What follows belongs to an exercise in optimizing a design on an open flow for small area and a short achievable clock period; a production flow would make more cautious choices.
The RTL was checked by simulation tests, not by an equivalence proof against the original design.
The flow treats the clock pin as an ideal source. Dropping or thinning the clock tree relies on that and would not hold on a real chip.
No activity file was given, so power comes from the tool's default toggle rates.

==> try-raven: inputs <==
Design FP_MUL, start of the top module:
module FP_MUL(CLK, RESET, ENABLE, DATA_IN, DATA_OUT, READY);
==> module FP_MUL, before the edit <==
module FP_MUL(CLK, RESET, ENABLE, DATA_IN, DATA_OUT, READY);
input         CLK;
input         RESET;
input         ENABLE;
input   [7:0] DATA_IN;
output  [7:0] DATA_OUT;
output        READY;
reg     [7:0] DATA_OUT;
reg           READY;
reg     [6:0] t;
always @(posedge CLK) begin
	if (RESET || t == 7'd72)
		t <= 7'd0;
	else
		t <= t + 7'd1;
end
reg op;
always @(posedge CLK) begin
	if (t == 7'd16)
		op <= ENABLE;
end
reg    [51:0] A;
reg    [10:0] E;
reg           s;
reg    [39:0] B;
wire    [4:0] elo = {1'b0, E[3:0]} + {1'b0, DATA_OUT[7:4]} + 5'd1;
always @(posedge CLK) begin
	if (t == 7'd1) A[7:0]   <= DATA_IN;
	if (t == 7'd2) A[15:8]  <= DATA_IN;
	if (t == 7'd3) A[23:16] <= DATA_IN;
	if (t == 7'd4) A[31:24] <= DATA_IN;
	if (t == 7'd5) A[39:32] <= DATA_IN;
	if (t == 7'd6) A[47:40] <= DATA_IN;
	if (t == 7'd7) A[51:48] <= DATA_IN[3:0];
end
always @(posedge CLK) begin
	if (t == 7'd7)
		E[3:0] <= DATA_IN[7:4];
	else if (t == 7'd16)
		E[3:0] <= elo[3:0];
	if (t == 7'd8)
		E[10:4] <= DATA_IN[6:0];
	else if (t == 7'd17)
		E[10:4] <= E[10:4] + DATA_OUT[6:0] + {6'd0, rc} + 7'h40;
end
always @(posedge CLK) begin
	if (t == 7'd8)
		s <= DATA_IN[7];
	else if (t == 7'd16)
		s <= s ^ DATA_IN[7];
end
integer k, j;
always @(posedge CLK) begin
	B <= {2'b00, B[39:2]};
	for (k = 0; k < 7; k = k + 1)
		if (t == 7'd9 + k)
			for (j = 0; j < 8; j = j + 1)
				if (6*k + j < 40)
					B[6*k + j] <= DATA_IN[j];
	if (t == 7'd16)
		B[38] <= 1'b1;
	if (t < 7'd9 || t > 7'd35)
		B[1:0] <= 2'b00;
end
reg    [54:0] Sn;
reg    [26:0] Kn;
reg           cflag;
reg           rc;
wire          run = (t >= 7'd10) && (t <= 7'd62);
wire          b0  = B[0];
wire          b1  = B[1];
wire   [52:0] MA   = {1'b1, A};
wire   [55:0] pp0n = ~({56{b0}} & {3'd0, MA});
wire   [55:0] pp1n = ~({56{b1}} & {2'd0, MA, 1'b0});
wire   [55:0] Sxn  = {1'b1, Sn};
wire   [55:0] s1n;
wire   [55:0] c1n;
assign c1n[0]  = 1'b1;
assign s1n[0]  = ~(Sxn[0] ^ pp0n[0]);
assign c1n[1]  = Sxn[0] | pp0n[0];
assign s1n[53] = ~(Sxn[53] ^ pp1n[53]);
assign c1n[54] = Sxn[53] | pp1n[53];
assign s1n[54] = Sxn[54];
assign c1n[55] = 1'b1;
assign s1n[55] = 1'b1;
genvar i;
generate for (i = 1; i < 53; i = i + 1) begin : row
	FP_MUL_fa fa (.a(Sxn[i]), .b(pp0n[i]), .c(pp1n[i]), .s(s1n[i]), .co(c1n[i+1]));
end endgenerate
wire   [54:0] rn;
wire   [26:0] kn;       
wire   [27:0] hn;
assign rn[0] = ~(s1n[0] ^ Kn[0]);
assign hn[0] = s1n[0] | Kn[0];
assign rn[54] = ~(s1n[54] ^ c1n[54]);
genvar m;
generate for (m = 0; m < 27; m = m + 1) begin : pair
	if (m > 0) begin : l
		FP_MUL_fa lo (.a(s1n[2*m]), .b(c1n[2*m]), .c(Kn[m]), .s(rn[2*m]), .co(hn[m]));
	end
	FP_MUL_fa hi (.a(s1n[2*m+1]), .b(c1n[2*m+1]), .c(hn[m]), .s(rn[2*m+1]), .co(kn[m]));
end endgenerate
wire          out0 = ~rn[0];
wire          out1 = ~rn[1];
wire          ins1 = (t >= 7'd35) & out1;
wire          ins0 = (t >= 7'd36) & out0;
always @(posedge CLK) begin
	Kn <= kn;
	if (run)
		Sn <= {~ins1, ~ins0, rn[54:2]};
	else
		Sn <= {8'hff, Sn[54:8]};
end
wire   [54:0] S = ~Sn;
wire    [7:0] win = cflag ? S[9:2] : S[8:1];
wire    [7:0] X   = (t == 7'd70) ? {s, E[10:4]} :
                    (t == 7'd69) ? {E[3:0], win[3:0]} : win;
wire    [4:0] lo  = {1'b0, X[3:0]} + {4'd0, rc};
wire          c4  = (t == 7'd69) ? cflag : lo[4];
wire    [3:0] hi  = {1'b0, X[6:4]} + {3'd0, c4};
wire          b7  = (t == 7'd70) ? X[7] : X[7] ^ hi[3];
wire          c8  = X[7] & hi[3];
always @(posedge CLK) begin
	if (t == 7'd62)
		cflag <= out1;
end
always @(posedge CLK) begin
	if (t == 7'd16)
		rc <= elo[4];
	else if (t == 7'd62)
		rc <= out1 ? S[3] : S[2];
	else
		rc <= c8;
end
always @(posedge CLK) begin
	if (t == 7'd15 || t == 7'd16)
		DATA_OUT <= DATA_IN;
	else
		DATA_OUT <= {b7, hi[2:0], lo[3:0]};
end
always @(posedge CLK) begin
	if (RESET)
		READY <= 1'b0;
	else
		READY <= op && (t >= 7'd63) && (t <= 7'd70);
end
endmodule
export LEC_CHECK = 0
export CAP_MARGIN = 20
export CORE_MARGIN = 2
export CORE_UTILIZATION = 40
export SLEW_MARGIN = 20
create_clock -name core_clock -period 12.5 [get_ports {CLK}]
standard.sh (not shown) runs the stock make flow with config.mk's settings and CLKGATE_MAP_FILE= SYNTH_SCRIPT=/design/flow/synth_recipe.tcl, a recipe that flattens the netlist after the stock synthesis.
==> flow/flow/run.sh <==
#!/bin/bash
# Standard ORFS layout (the standard.sh) with these changes:
#  - port buffers use buf_2 instead of the default pick (a slow delay cell);
#  - the design is synthesized module by module (SYNTH_HIERARCHICAL=1, then
#    flattened by synth_recipe.tcl) so each FP_MUL_fa instance maps to one fa cell;
#  - after CTS, clock_tree.tcl removes the clock tree's middle level and splits
#    its root into four buffers fed by the clock port, so the clock reaches every
#    register through two buffers (the same number for all registers).
# Each tool's output goes to a log file in this folder; ORFS keeps its step logs in orfs/logs.
set -euo pipefail
VARS=("BUFFER_PORTS_ARGS=-buffer_cell sky130_fd_sc_hd__buf_2"
      SETUP_SLACK_MARGIN=9.3 SYNTH_HIERARCHICAL=1 CTS_CLUSTER_SIZE=30 CTS_CLUSTER_DIAMETER=100)
bash standard.sh "${VARS[@]}" cts > make_cts.log 2>&1
R=orfs/results/sky130hd/FP_MUL/base
CTS_ODB=$R/4_cts.odb openroad -no_init -exit flow/clock_tree.tcl > clock_tree.log 2>&1
bash standard.sh "${VARS[@]}" finish > make_finish.log 2>&1
==> flow/flow/clock_tree.tcl <==
# Reshape the clock tree that CTS built, keeping every register the same
# number of buffers away from the clock port:
#  1. remove the middle level: each clock buffer that is fed by another buffer
#     and drives only clock buffers is taken out, its loads moved to its input net;
#  2. split the root: the leaf buffers are divided into NROOT groups by position,
#     and each group gets its own root buffer fed from the clock port, placed at
#     the group's centre (the clock port then drives NROOT cells).
read_db $::env(CTS_ODB)
set block [ord::get_db_block]
set nroot [expr {[info exists ::env(NROOT)] ? $::env(NROOT) : 4}]
proc is_clkbuf {inst} { string match "sky130_fd_sc_hd__clkbuf_*" [[$inst getMaster] getName] }

set changed 1
while {$changed} {
  set changed 0
  foreach inst [$block getInsts] {
    if {![is_clkbuf $inst]} continue
    set in [$inst findITerm A]
    set out [$inst findITerm X]
    set innet [$in getNet]
    set outnet [$out getNet]
    if {$innet eq "NULL" || $outnet eq "NULL"} continue
    if {[llength [$innet getBTerms]] > 0} continue
    set drv ""
    foreach it [$innet getITerms] { if {[$it isOutputSignal]} { set drv [$it getInst] } }
    if {$drv eq "" || ![is_clkbuf $drv]} continue
    set ok 1
    set loads {}
    foreach it [$outnet getITerms] {
      if {[$it isOutputSignal]} continue
      if {![is_clkbuf [$it getInst]]} { set ok 0; break }
      lappend loads $it
    }
    if {!$ok || [llength $loads] == 0} continue
    foreach it $loads { $it disconnect; $it connect $innet }
    $in disconnect
    $out disconnect
    puts "removed [$inst getName] ([llength $loads] loads moved to [$innet getName])"
    odb::dbInst_destroy $inst
    odb::dbNet_destroy $outnet
    set changed 1
    break
  }
}

# the root: the clock buffer on the clock port's net
set clknet [$block findNet CLK]
set root ""
foreach it [$clknet getITerms] { if {[is_clkbuf [$it getInst]]} { set root [$it getInst] } }
set rootnet [[$root findITerm X] getNet]
set leaves {}
foreach it [$rootnet getITerms] { if {![$it isOutputSignal]} { lappend leaves $it } }
puts "root [$root getName] drives [llength $leaves] leaf buffers"

# order the leaves by angle around their centre and cut into nroot groups
set cx 0; set cy 0
foreach it $leaves { set b [[$it getInst] getBBox]; set cx [expr {$cx + ([$b xMin]+[$b xMax])/2.0}]; set cy [expr {$cy + ([$b yMin]+[$b yMax])/2.0}] }
set n [llength $leaves]
set cx [expr {$cx / $n}]; set cy [expr {$cy / $n}]
set keyed {}
foreach it $leaves {
  set b [[$it getInst] getBBox]
  set x [expr {([$b xMin]+[$b xMax])/2.0}]; set y [expr {([$b yMin]+[$b yMax])/2.0}]
  lappend keyed [list [expr {atan2($y-$cy, $x-$cx)}] $it $x $y]
}
set keyed [lsort -real -index 0 $keyed]
if {$nroot > $n} { set nroot $n }
set master [$root getMaster]
for {set g 0} {$g < $nroot} {incr g} {
  set lo [expr {($g * $n) / $nroot}]
  set hi [expr {(($g + 1) * $n) / $nroot}]
  set grp [lrange $keyed $lo [expr {$hi - 1}]]
  set gx 0; set gy 0
  foreach e $grp { set gx [expr {$gx + [lindex $e 2]}]; set gy [expr {$gy + [lindex $e 3]}] }
  set gx [expr {int($gx / [llength $grp])}]; set gy [expr {int($gy / [llength $grp])}]
  if {$g == 0} {
    set buf $root
  } else {
    set buf [odb::dbInst_create $block $master "clkroot_$g"]
    set net [odb::dbNet_create $block "clknet_root_$g"]
    $net setSigType CLOCK
    [$buf findITerm A] connect $clknet
    [$buf findITerm X] connect $net
    foreach e $grp { set it [lindex $e 1]; $it disconnect; $it connect $net }
  }
  $buf setLocation $gx $gy
  $buf setPlacementStatus PLACED
  puts "root $g: [$buf getName] drives [llength $grp] leaves at $gx $gy"
}
detailed_placement
check_placement
write_db $::env(CTS_ODB)
==> try-sierra (differences from try-raven) <==
--- a/flow/design.v
+++ b/flow/design.v
@@ -35,20 +35,20 @@
 	if (t == 7'd7) A[51:48] <= DATA_IN[3:0];
 end
 always @(posedge CLK) begin
-	if (t == 7'd7)
-		E[3:0] <= DATA_IN[7:4];
+	if (t == 7'd8)
+		E[3:0] <= DATA_OUT[7:4];
 	else if (t == 7'd16)
 		E[3:0] <= elo[3:0];
-	if (t == 7'd8)
-		E[10:4] <= DATA_IN[6:0];
+	if (t == 7'd9)
+		E[10:4] <= DATA_OUT[6:0];
 	else if (t == 7'd17)
 		E[10:4] <= E[10:4] + DATA_OUT[6:0] + {6'd0, rc} + 7'h40;
 end
 always @(posedge CLK) begin
-	if (t == 7'd8)
-		s <= DATA_IN[7];
-	else if (t == 7'd16)
-		s <= s ^ DATA_IN[7];
+	if (t == 7'd9)
+		s <= DATA_OUT[7];
+	else if (t == 7'd17)
+		s <= s ^ DATA_OUT[7];
 end
 integer k, j;
 always @(posedge CLK) begin
@@ -134,7 +134,7 @@
 		rc <= c8;
 end
 always @(posedge CLK) begin
-	if (t == 7'd15 || t == 7'd16)
+	if (t == 7'd7 || t == 7'd8 || t == 7'd15 || t == 7'd16)
 		DATA_OUT <= DATA_IN;
 	else
 		DATA_OUT <= {b7, hi[2:0], lo[3:0]};
==> flow/flow/run.sh (replaced) <==
#!/bin/bash
# Standard ORFS layout (the standard.sh) with these changes:
#  - port buffers use buf_2 instead of the default pick (a slow delay cell);
#  - the design is synthesized module by module (SYNTH_HIERARCHICAL=1, then
#    flattened by synth_recipe.tcl) so each FP_MUL_fa instance maps to one fa cell;
#  - after CTS, clock_tree.tcl removes the clock tree's middle level and splits
#    its root into four buffers fed by the clock port, so the clock reaches every
#    register through two buffers (the same number for all registers); the two
#    levels of buffers are then replaced by two levels of clock inverters, which
#    are faster (an even number of inversions: registers still see the rising edge);
#  - ABC_AREA=1 for the top-level logic.
# Each tool's output goes to a log file in this folder; ORFS keeps its step logs in orfs/logs.
set -euo pipefail
VARS=("BUFFER_PORTS_ARGS=-buffer_cell sky130_fd_sc_hd__buf_2"
      SETUP_SLACK_MARGIN=9.5 SYNTH_HIERARCHICAL=1 ABC_AREA=1 CTS_CLUSTER_SIZE=30 CTS_CLUSTER_DIAMETER=100)
bash standard.sh "${VARS[@]}" cts > make_cts.log 2>&1
R=orfs/results/sky130hd/FP_MUL/base
ROOT_INV=sky130_fd_sc_hd__clkinv_8 LEAF_INV=sky130_fd_sc_hd__clkinv_8 CTS_ODB=$R/4_cts.odb openroad -no_init -exit flow/clock_tree.tcl > clock_tree.log 2>&1
bash standard.sh "${VARS[@]}" finish > make_finish.log 2>&1
--- a/flow/flow/clock_tree.tcl
+++ b/flow/flow/clock_tree.tcl
@@ -9,6 +9,23 @@
 set block [ord::get_db_block]
 set nroot [expr {[info exists ::env(NROOT)] ? $::env(NROOT) : 4}]
 proc is_clkbuf {inst} { string match "sky130_fd_sc_hd__clkbuf_*" [[$inst getMaster] getName] }
+
+# CTS's dummy loads (clock cells whose output drives nothing) only add load
+# to the clock nets: remove them.
+foreach inst [$block getInsts] {
+  if {![string match "sky130_fd_sc_hd__clk*" [[$inst getMaster] getName]]} continue
+  set dangling 1
+  set innet "NULL"
+  foreach it [$inst getITerms] {
+    if {[$it isOutputSignal] && [$it getNet] ne "NULL"} { set dangling 0 }
+    if {[$it isInputSignal]} { set innet [$it getNet] }
+  }
+  if {$dangling && $innet ne "NULL"} {
+    puts "removed dummy load [$inst getName]"
+    foreach it [$inst getITerms] { if {[$it getNet] ne "NULL"} { $it disconnect } }
+    odb::dbInst_destroy $inst
+  }
+}
 
 set changed 1
 while {$changed} {
@@ -87,6 +104,39 @@
   $buf setPlacementStatus PLACED
   puts "root $g: [$buf getName] drives [llength $grp] leaves at $gx $gy"
 }
+# 3. optionally replace the two levels of buffers by two levels of inverters
+#    (an even number of inversions, so every register still sees the clock's rising edge)
+if {[info exists ::env(ROOT_INV)]} {
+  set db [ord::get_db]
+  set rootinv [$db findMaster $::env(ROOT_INV)]
+  set leafinv [$db findMaster $::env(LEAF_INV)]
+  set roots {}
+  foreach it [$clknet getITerms] { lappend roots [$it getInst] }
+  set todo {}
+  foreach r $roots {
+    lappend todo [list $r $rootinv]
+    foreach it [[[$r findITerm X] getNet] getITerms] {
+      if {![$it isOutputSignal] && [is_clkbuf [$it getInst]]} { lappend todo [list [$it getInst] $leafinv] }
+    }
+  }
+  foreach e $todo {
+    set old [lindex $e 0]
+    set m [lindex $e 1]
+    set name [$old getName]
+    set a [[$old findITerm A] getNet]
+    set x [[$old findITerm X] getNet]
+    set loc [$old getLocation]
+    [$old findITerm A] disconnect
+    [$old findITerm X] disconnect
+    odb::dbInst_destroy $old
+    set new [odb::dbInst_create $block $m $name]
+    [$new findITerm A] connect $a
+    [$new findITerm Y] connect $x
+    $new setLocation [lindex $loc 0] [lindex $loc 1]
+    $new setPlacementStatus PLACED
+  }
+  puts "replaced [llength $todo] clock buffers by inverters"
+}
 detailed_placement
 check_placement
 write_db $::env(CTS_ODB)
==> try-umber (differences from try-raven) <==
--- a/flow/design.v
+++ b/flow/design.v
@@ -35,20 +35,20 @@
 	if (t == 7'd7) A[51:48] <= DATA_IN[3:0];
 end
 always @(posedge CLK) begin
-	if (t == 7'd7)
-		E[3:0] <= DATA_IN[7:4];
+	if (t == 7'd8)
+		E[3:0] <= DATA_OUT[7:4];
 	else if (t == 7'd16)
 		E[3:0] <= elo[3:0];
-	if (t == 7'd8)
-		E[10:4] <= DATA_IN[6:0];
+	if (t == 7'd9)
+		E[10:4] <= DATA_OUT[6:0];
 	else if (t == 7'd17)
 		E[10:4] <= E[10:4] + DATA_OUT[6:0] + {6'd0, rc} + 7'h40;
 end
 always @(posedge CLK) begin
-	if (t == 7'd8)
-		s <= DATA_IN[7];
-	else if (t == 7'd16)
-		s <= s ^ DATA_IN[7];
+	if (t == 7'd9)
+		s <= DATA_OUT[7];
+	else if (t == 7'd17)
+		s <= s ^ DATA_OUT[7];
 end
 integer k, j;
 always @(posedge CLK) begin
@@ -134,7 +134,7 @@
 		rc <= c8;
 end
 always @(posedge CLK) begin
-	if (t == 7'd15 || t == 7'd16)
+	if (t == 7'd7 || t == 7'd8 || t == 7'd15 || t == 7'd16)
 		DATA_OUT <= DATA_IN;
 	else
 		DATA_OUT <= {b7, hi[2:0], lo[3:0]};
==> flow/flow/run.sh (replaced) <==
#!/bin/bash
# Standard ORFS layout (the standard.sh) with these changes:
#  - port buffers use buf_2 instead of the default pick (a slow delay cell);
#  - the design is synthesized module by module (SYNTH_HIERARCHICAL=1, then
#    flattened by synth_recipe.tcl) so each FP_MUL_fa instance maps to one fa cell;
#  - after CTS, clock_tree.tcl removes the clock tree's middle level and splits
#    its root into four buffers fed by the clock port, so the clock reaches every
#    register through two buffers (the same number for all registers); the two
#    levels of buffers are then replaced by two levels of clock inverters, which
#    are faster (an even number of inversions: registers still see the rising edge);
#  - ABC_AREA=1 for the top-level logic.
# Each tool's output goes to a log file in this folder; ORFS keeps its step logs in orfs/logs.
set -euo pipefail
VARS=("BUFFER_PORTS_ARGS=-buffer_cell sky130_fd_sc_hd__buf_2"
      SETUP_SLACK_MARGIN=9.3 SYNTH_HIERARCHICAL=1 ABC_AREA=1 CTS_CLUSTER_SIZE=24 CTS_CLUSTER_DIAMETER=80)
bash standard.sh "${VARS[@]}" cts > make_cts.log 2>&1
R=orfs/results/sky130hd/FP_MUL/base
ROOT_INV=sky130_fd_sc_hd__clkinv_8 LEAF_INV=sky130_fd_sc_hd__clkinv_8 CTS_ODB=$R/4_cts.odb openroad -no_init -exit flow/clock_tree.tcl > clock_tree.log 2>&1
bash standard.sh "${VARS[@]}" finish > make_finish.log 2>&1
--- a/flow/flow/clock_tree.tcl
+++ b/flow/flow/clock_tree.tcl
@@ -9,6 +9,23 @@
 set block [ord::get_db_block]
 set nroot [expr {[info exists ::env(NROOT)] ? $::env(NROOT) : 4}]
 proc is_clkbuf {inst} { string match "sky130_fd_sc_hd__clkbuf_*" [[$inst getMaster] getName] }
+
+# CTS's dummy loads (clock cells whose output drives nothing) only add load
+# to the clock nets: remove them.
+foreach inst [$block getInsts] {
+  if {![string match "sky130_fd_sc_hd__clk*" [[$inst getMaster] getName]]} continue
+  set dangling 1
+  set innet "NULL"
+  foreach it [$inst getITerms] {
+    if {[$it isOutputSignal] && [$it getNet] ne "NULL"} { set dangling 0 }
+    if {[$it isInputSignal]} { set innet [$it getNet] }
+  }
+  if {$dangling && $innet ne "NULL"} {
+    puts "removed dummy load [$inst getName]"
+    foreach it [$inst getITerms] { if {[$it getNet] ne "NULL"} { $it disconnect } }
+    odb::dbInst_destroy $inst
+  }
+}
 
 set changed 1
 while {$changed} {
@@ -87,6 +104,39 @@
   $buf setPlacementStatus PLACED
   puts "root $g: [$buf getName] drives [llength $grp] leaves at $gx $gy"
 }
+# 3. optionally replace the two levels of buffers by two levels of inverters
+#    (an even number of inversions, so every register still sees the clock's rising edge)
+if {[info exists ::env(ROOT_INV)]} {
+  set db [ord::get_db]
+  set rootinv [$db findMaster $::env(ROOT_INV)]
+  set leafinv [$db findMaster $::env(LEAF_INV)]
+  set roots {}
+  foreach it [$clknet getITerms] { lappend roots [$it getInst] }
+  set todo {}
+  foreach r $roots {
+    lappend todo [list $r $rootinv]
+    foreach it [[[$r findITerm X] getNet] getITerms] {
+      if {![$it isOutputSignal] && [is_clkbuf [$it getInst]]} { lappend todo [list [$it getInst] $leafinv] }
+    }
+  }
+  foreach e $todo {
+    set old [lindex $e 0]
+    set m [lindex $e 1]
+    set name [$old getName]
+    set a [[$old findITerm A] getNet]
+    set x [[$old findITerm X] getNet]
+    set loc [$old getLocation]
+    [$old findITerm A] disconnect
+    [$old findITerm X] disconnect
+    odb::dbInst_destroy $old
+    set new [odb::dbInst_create $block $m $name]
+    [$new findITerm A] connect $a
+    [$new findITerm Y] connect $x
+    $new setLocation [lindex $loc 0] [lindex $loc 1]
+    $new setPlacementStatus PLACED
+  }
+  puts "replaced [llength $todo] clock buffers by inverters"
+}
 detailed_placement
 check_placement
 write_db $::env(CTS_ODB)
==> try-indigo (differences from try-raven) <==
--- a/flow/flow/run.sh
+++ b/flow/flow/run.sh
@@ -12,5 +12,5 @@
       SETUP_SLACK_MARGIN=9.3 SYNTH_HIERARCHICAL=1 CTS_CLUSTER_SIZE=30 CTS_CLUSTER_DIAMETER=100)
 bash standard.sh "${VARS[@]}" cts > make_cts.log 2>&1
 R=orfs/results/sky130hd/FP_MUL/base
-CTS_ODB=$R/4_cts.odb openroad -no_init -exit flow/clock_tree.tcl > clock_tree.log 2>&1
+ROOT_INV=sky130_fd_sc_hd__clkinv_8 LEAF_INV=sky130_fd_sc_hd__clkinv_16 CTS_ODB=$R/4_cts.odb openroad -no_init -exit flow/clock_tree.tcl > clock_tree.log 2>&1
 bash standard.sh "${VARS[@]}" finish > make_finish.log 2>&1
--- a/flow/flow/clock_tree.tcl
+++ b/flow/flow/clock_tree.tcl
@@ -87,6 +87,39 @@
   $buf setPlacementStatus PLACED
   puts "root $g: [$buf getName] drives [llength $grp] leaves at $gx $gy"
 }
+# 3. optionally replace the two levels of buffers by two levels of inverters
+#    (an even number of inversions, so every register still sees the clock's rising edge)
+if {[info exists ::env(ROOT_INV)]} {
+  set db [ord::get_db]
+  set rootinv [$db findMaster $::env(ROOT_INV)]
+  set leafinv [$db findMaster $::env(LEAF_INV)]
+  set roots {}
+  foreach it [$clknet getITerms] { lappend roots [$it getInst] }
+  set todo {}
+  foreach r $roots {
+    lappend todo [list $r $rootinv]
+    foreach it [[[$r findITerm X] getNet] getITerms] {
+      if {![$it isOutputSignal]} { lappend todo [list [$it getInst] $leafinv] }
+    }
+  }
+  foreach e $todo {
+    set old [lindex $e 0]
+    set m [lindex $e 1]
+    set name [$old getName]
+    set a [[$old findITerm A] getNet]
+    set x [[$old findITerm X] getNet]
+    set loc [$old getLocation]
+    [$old findITerm A] disconnect
+    [$old findITerm X] disconnect
+    odb::dbInst_destroy $old
+    set new [odb::dbInst_create $block $m $name]
+    [$new findITerm A] connect $a
+    [$new findITerm Y] connect $x
+    $new setLocation [lindex $loc 0] [lindex $loc 1]
+    $new setPlacementStatus PLACED
+  }
+  puts "replaced [llength $todo] clock buffers by inverters"
+}
 detailed_placement
 check_placement
 write_db $::env(CTS_ODB)
==> summary.txt <==
* Outcome: finished clean
* Comb group at 0.0266 mW
* F_max at 0.315 GHz
* Clock buffers at 2
* Worst Setup EP: DATA_OUT[2]
* Placed cell count at 1,136
* Finished Core Util at 0.440
* Most frequent cells in the layout: nand2_1, dfxtp_1, fa_1
* Total power at 1.08 mW
* Clk pwr at 0.353 mW
* Pleak at 3.41 nW
* Synth Area in XOR/XNOR at 0.0146
The numbers above come from try-indigo.

==> summary.txt <==
* Outcome: finished clean
* F_max at 0.300 GHz
* Total power at 1.15 mW
* Worst Setup EP: DATA_OUT[1]
* Pleak at 3.74 nW
* Most frequent cells in the layout: nand2_1, dfxtp_1, fa_1
* Clock buffers at 5
The numbers above come from try-umber.

==> summary.txt <==
* Worst Setup EP: DATA_OUT[4]
* # diodes at 0
* Pleak at 3.66 nW
* Critical path required time at 10.00 ns
* Synth Area in XOR/XNOR at 0.00779
* Most frequent cells in the layout: nand2_1, dfxtp_1, fa_1
* F_max at 0.314 GHz
* Outcome: finished clean
* Clk pwr at 0.306 mW
* CP max stage delay at 0.39 ns
* Placed cell count at 1,315
* Total power at 1.05 mW
The numbers above come from try-sierra.

==> summary.txt <==
* Setup crit end kind: output port
* Clk pwr at 0.403 mW
* Synth Area in XOR/XNOR at 0.0146
* Placed cell count at 1,136
* Outcome: finished clean
* Worst Setup EP: DATA_OUT[2]
* Final hold viol count at 0
* Pleak at 3.44 nW
* Clock buffers at 11
* Post-synth EDFFs at 66
* Most frequent cells in the layout: nand2_1, dfxtp_1, fa_1
* Total power at 1.13 mW
The numbers above come from try-raven.

The clock cells of try-sierra come from the design's own scripts or RTL, not from TritonCTS.

==> static timing again, ports no longer ideal <==
How much do the figures lean on ideal ports? The routed layouts below were timed once more, with nothing changed but the port constraints. Step 1 assumes that a clkbuf_16 drives the clock port and a buf_2 every other input. Step 2 moves the port delays by t, midway between the first and last clock arrival at a register: inputs arrive t later, outputs are due t later. That takes back most of the time a late clock gives input paths. Three values: ideal, step 1, step 2; two values: the first two.
run | t (ns) | setup slack, ns | worst setup path at the end | slew at the worst register clock pin (ns)
try-raven | 0.392 | 9.204 / 9.113 / 9.151 | input to register | 0.12 / 0.12
try-sierra | 0.313 | 9.314 / 9.161 / 9.351 | input to register | 0.12 / 0.12
try-umber | 0.393 | 9.168 / 9.015 / 9.117 | input to register | 0.09 / 0.09
try-indigo | 0.326 | 9.328 / 9.179 / 9.154 | input to register | 0.08 / 0.08
After both steps setup and hold are still met in every run listed. For try-indigo, which loses most, drivers alone change the setup slack by -0.149 ns; drivers and shift together by -0.174 ns.
